From an optimization exercise on the open Yosys and OpenROAD flow, aimed at small area and a short achievable clock period; shortcuts taken in it are not production practice. Function was checked by simulation only, so behaviour that the tests miss may differ from the original. Power is estimated from default activity; no workload was simulated.

==> module rf_read, before the edit <==
module rf_read (
    input  [4:0]       rs,
    input  [32*31-1:0] d,
    output [31:0]      q
    );
    wire [31:1] sel;
    rf_sel s (.rs(rs), .sel(sel));
    genvar j, k;
    generate
        for (j = 0; j < 32; j = j + 1) begin : bt
            wire [30:0] dj;
            for (k = 0; k < 31; k = k + 1) begin : rg
                assign dj[k] = d[k*32 + j];
            end
            rf_bit u (.d(dj), .s(sel), .y(q[j]));
        end
    endgenerate
endmodule
==> module rf_sel, before the edit <==
module rf_sel (
    input  [4:0]  rs,
    output [31:1] sel
    );
    wire [3:0] p0;
    wire [7:0] p1;
    rf_dec d (.rs(rs), .p0(p0), .p1(p1));
    genvar k;
    generate
        for (k = 1; k < 32; k = k + 1) begin : s
            g_and2 a (.a(p0[k % 4]), .b(p1[k / 4]), .y(sel[k]));
        end
    endgenerate
endmodule
Settings: LEC_CHECK=0, CAP_MARGIN=20, CORE_MARGIN=2, CORE_UTILIZATION=50, CTS_BUF_LIST=sky130_fd_sc_hd__clkbuf_8, CTS_CLUSTER_DIAMETER=60, CTS_CLUSTER_SIZE=14, PLACE_DENSITY=0.65, SLEW_MARGIN=20, SYNTH_HIERARCHICAL=1; clock period 27.0 ns.
standard.sh (not shown) runs the stock make flow with config.mk's settings and CLKGATE_MAP_FILE= SYNTH_SCRIPT=/design/flow/synth_recipe.tcl, a recipe that flattens the netlist after the stock synthesis.
==> flow/flow/run.sh <==
#!/bin/bash
set -euo pipefail
here=$(cd "$(dirname "$0")" && pwd)
work=$(dirname "$here")
cd "$work"
source "$here/params.sh"
bash standard.sh synth > flow_synth.log 2>&1
bash standard.sh "BUFFER_PORTS_ARGS=-buffer_cell $PORT_BUF" \
    "SETUP_SLACK_MARGIN=$REPAIR_MARGIN" "CTS_ARGS=$CTS" finish > flow_layout.log 2>&1
==> flow/flow/params.sh <==
PORT_BUF=sky130_fd_sc_hd__buf_2
REPAIR_MARGIN=13.75
CTS="-sink_clustering_enable -repair_clock_nets -buf_list sky130_fd_sc_hd__clkbuf_8 -sink_clustering_size 14 -sink_clustering_max_diameter 60 -dont_use_dummy_load"
Next try:
--- a/flow/design.v
+++ b/flow/design.v
@@ -330,8 +330,8 @@
     input  [32*31-1:0] d,
     output [31:0]      q
     );
-    wire [31:1] sel;
-    rf_sel s (.rs(rs), .sel(sel));
+    wire [31:1] sel, selh;
+    rf_sel s (.rs(rs), .sel(sel), .selh(selh));
     genvar j, k;
     generate
         for (j = 0; j < 32; j = j + 1) begin : bt
@@ -339,13 +339,14 @@
             for (k = 0; k < 31; k = k + 1) begin : rg
                 assign dj[k] = d[k*32 + j];
             end
-            rf_bit u (.d(dj), .s(sel), .y(q[j]));
+            rf_bit u (.d(dj), .s(j < 16 ? sel : selh), .y(q[j]));
         end
     endgenerate
 endmodule
 module rf_sel (
     input  [4:0]  rs,
-    output [31:1] sel
+    output [31:1] sel,         
+    output [31:1] selh         
     );
     wire [3:0] p0;
     wire [7:0] p1;
@@ -354,6 +355,7 @@
     generate
         for (k = 1; k < 32; k = k + 1) begin : s
             g_and2 a (.a(p0[k % 4]), .b(p1[k / 4]), .y(sel[k]));
+            g_and2 h (.a(p0[k % 4]), .b(p1[k / 4]), .y(selh[k]));
         end
     endgenerate
 endmodule
Outcome: Clock-buffer cell count is lower by 1. Clock skew is lower by 0.030 ns. Setup slack is worse by 0.033 ns. First-iteration DRC count is higher by 10%. Power is higher by 1.0%.

--- another note on this design; it stands on its own ---

// Processor
module Processor (
    input         clk,
    input         rst,
    input  [31:0] Instruction,
    input  [31:0] DataIn,
    output [31:0] AddrOut,
    output [31:0] DataOut,
    output [31:0] InstrAddr,
    output        MemWrite
    );
Size: about 4200 cells after synthesis.
==> flow/config.mk <==
export PLATFORM = sky130hd
export DESIGN_NAME = Processor
export DESIGN_NICKNAME = Processor
export VERILOG_FILES = /design/flow/design.v
export SDC_FILE = /design/flow/constraint.sdc
export NUM_CORES = 8
export LEC_CHECK = 0
export CAP_MARGIN = 20
export CORE_MARGIN = 2
export CORE_UTILIZATION = 50
export CTS_BUF_LIST = sky130_fd_sc_hd__clkbuf_8
export CTS_CLUSTER_DIAMETER = 60
export CTS_CLUSTER_SIZE = 14
export PLACE_DENSITY = 0.65
export SLEW_MARGIN = 20
export SYNTH_HIERARCHICAL = 1
==> flow/constraint.sdc <==
create_clock -name core_clock -period 27.0 [get_ports {clk}]
set_input_delay 5.4000 -clock core_clock [delete_from_list [all_inputs] [get_ports {clk}]]
set_output_delay 5.4000 -clock core_clock [all_outputs]
set_load 0.01 [all_outputs]
standard.sh (not shown) runs the stock make flow with config.mk's settings and CLKGATE_MAP_FILE= SYNTH_SCRIPT=/design/flow/synth_recipe.tcl, a recipe that flattens the netlist after the stock synthesis.
==> flow/flow/run.sh <==
#!/bin/bash
set -euo pipefail
here=$(cd "$(dirname "$0")" && pwd)
work=$(dirname "$here")
cd "$work"
source "$here/params.sh"
bash standard.sh synth > flow_synth.log 2>&1
bash standard.sh "BUFFER_PORTS_ARGS=-buffer_cell $PORT_BUF" \
    "SETUP_SLACK_MARGIN=$REPAIR_MARGIN" "CTS_ARGS=$CTS" finish > flow_layout.log 2>&1
==> flow/flow/params.sh <==
PORT_BUF=sky130_fd_sc_hd__buf_2
REPAIR_MARGIN=13.5
CTS="-sink_clustering_enable -repair_clock_nets -buf_list sky130_fd_sc_hd__clkbuf_8 -sink_clustering_size 14 -sink_clustering_max_diameter 60 -dont_use_dummy_load"
The baseline completed with no timing, DRC or antenna violations.
Then changed:
--- a/flow/flow/run.sh
+++ b/flow/flow/run.sh
@@ -9 +9 @@
-    "SETUP_SLACK_MARGIN=$REPAIR_MARGIN" "CTS_ARGS=$CTS" finish > flow_layout.log 2>&1
+    "SETUP_SLACK_MARGIN=$REPAIR_MARGIN" $EXTRA finish > flow_layout.log 2>&1
==> flow/flow/params.sh (replaced) <==
PORT_BUF=sky130_fd_sc_hd__buf_2
REPAIR_MARGIN=13.5
EXTRA=""
Effect: Count of clock-buffer cells in the layout goes up by 7; non-clock buffer count is unchanged; final area grows slightly; wire length is about the same.

-- port drivers added, routing unchanged --
The results above use ideal ports. As a check the final layouts listed here were re-extracted and re-timed, cells and wires unchanged.
Step 1 assumes that a clkbuf_16 drives the clock port and a buf_2 every other input.
Step 2, shift: input delay + t, output delay - t, t = (earliest + latest rising clock arrival at the registers) / 2. This alone moves slack from input paths to output paths.
a / b / c = ideal ports / drivers / drivers and shift; a / b = the first two.
run | t (ns) | setup WS [ns] | worst data-port slew with drivers (ns)
the first run of note 1 | 0.842 | 13.629 / 13.597 / 13.597 | 0.09
the second run of note 1 | 0.838 | 13.596 / 13.480 / 13.480 | 0.13
the first run of note 2 | 0.827 | 13.389 / 13.347 / 13.347 | 0.11
the second run of note 2 | 0.855 | 13.408 / 13.365 / 13.365 | 0.11
After both steps every run listed still meets setup and hold. The setup slack of the second run of note 1, which loses most, moves by -0.116 ns with the drivers and by -0.116 ns with both steps.
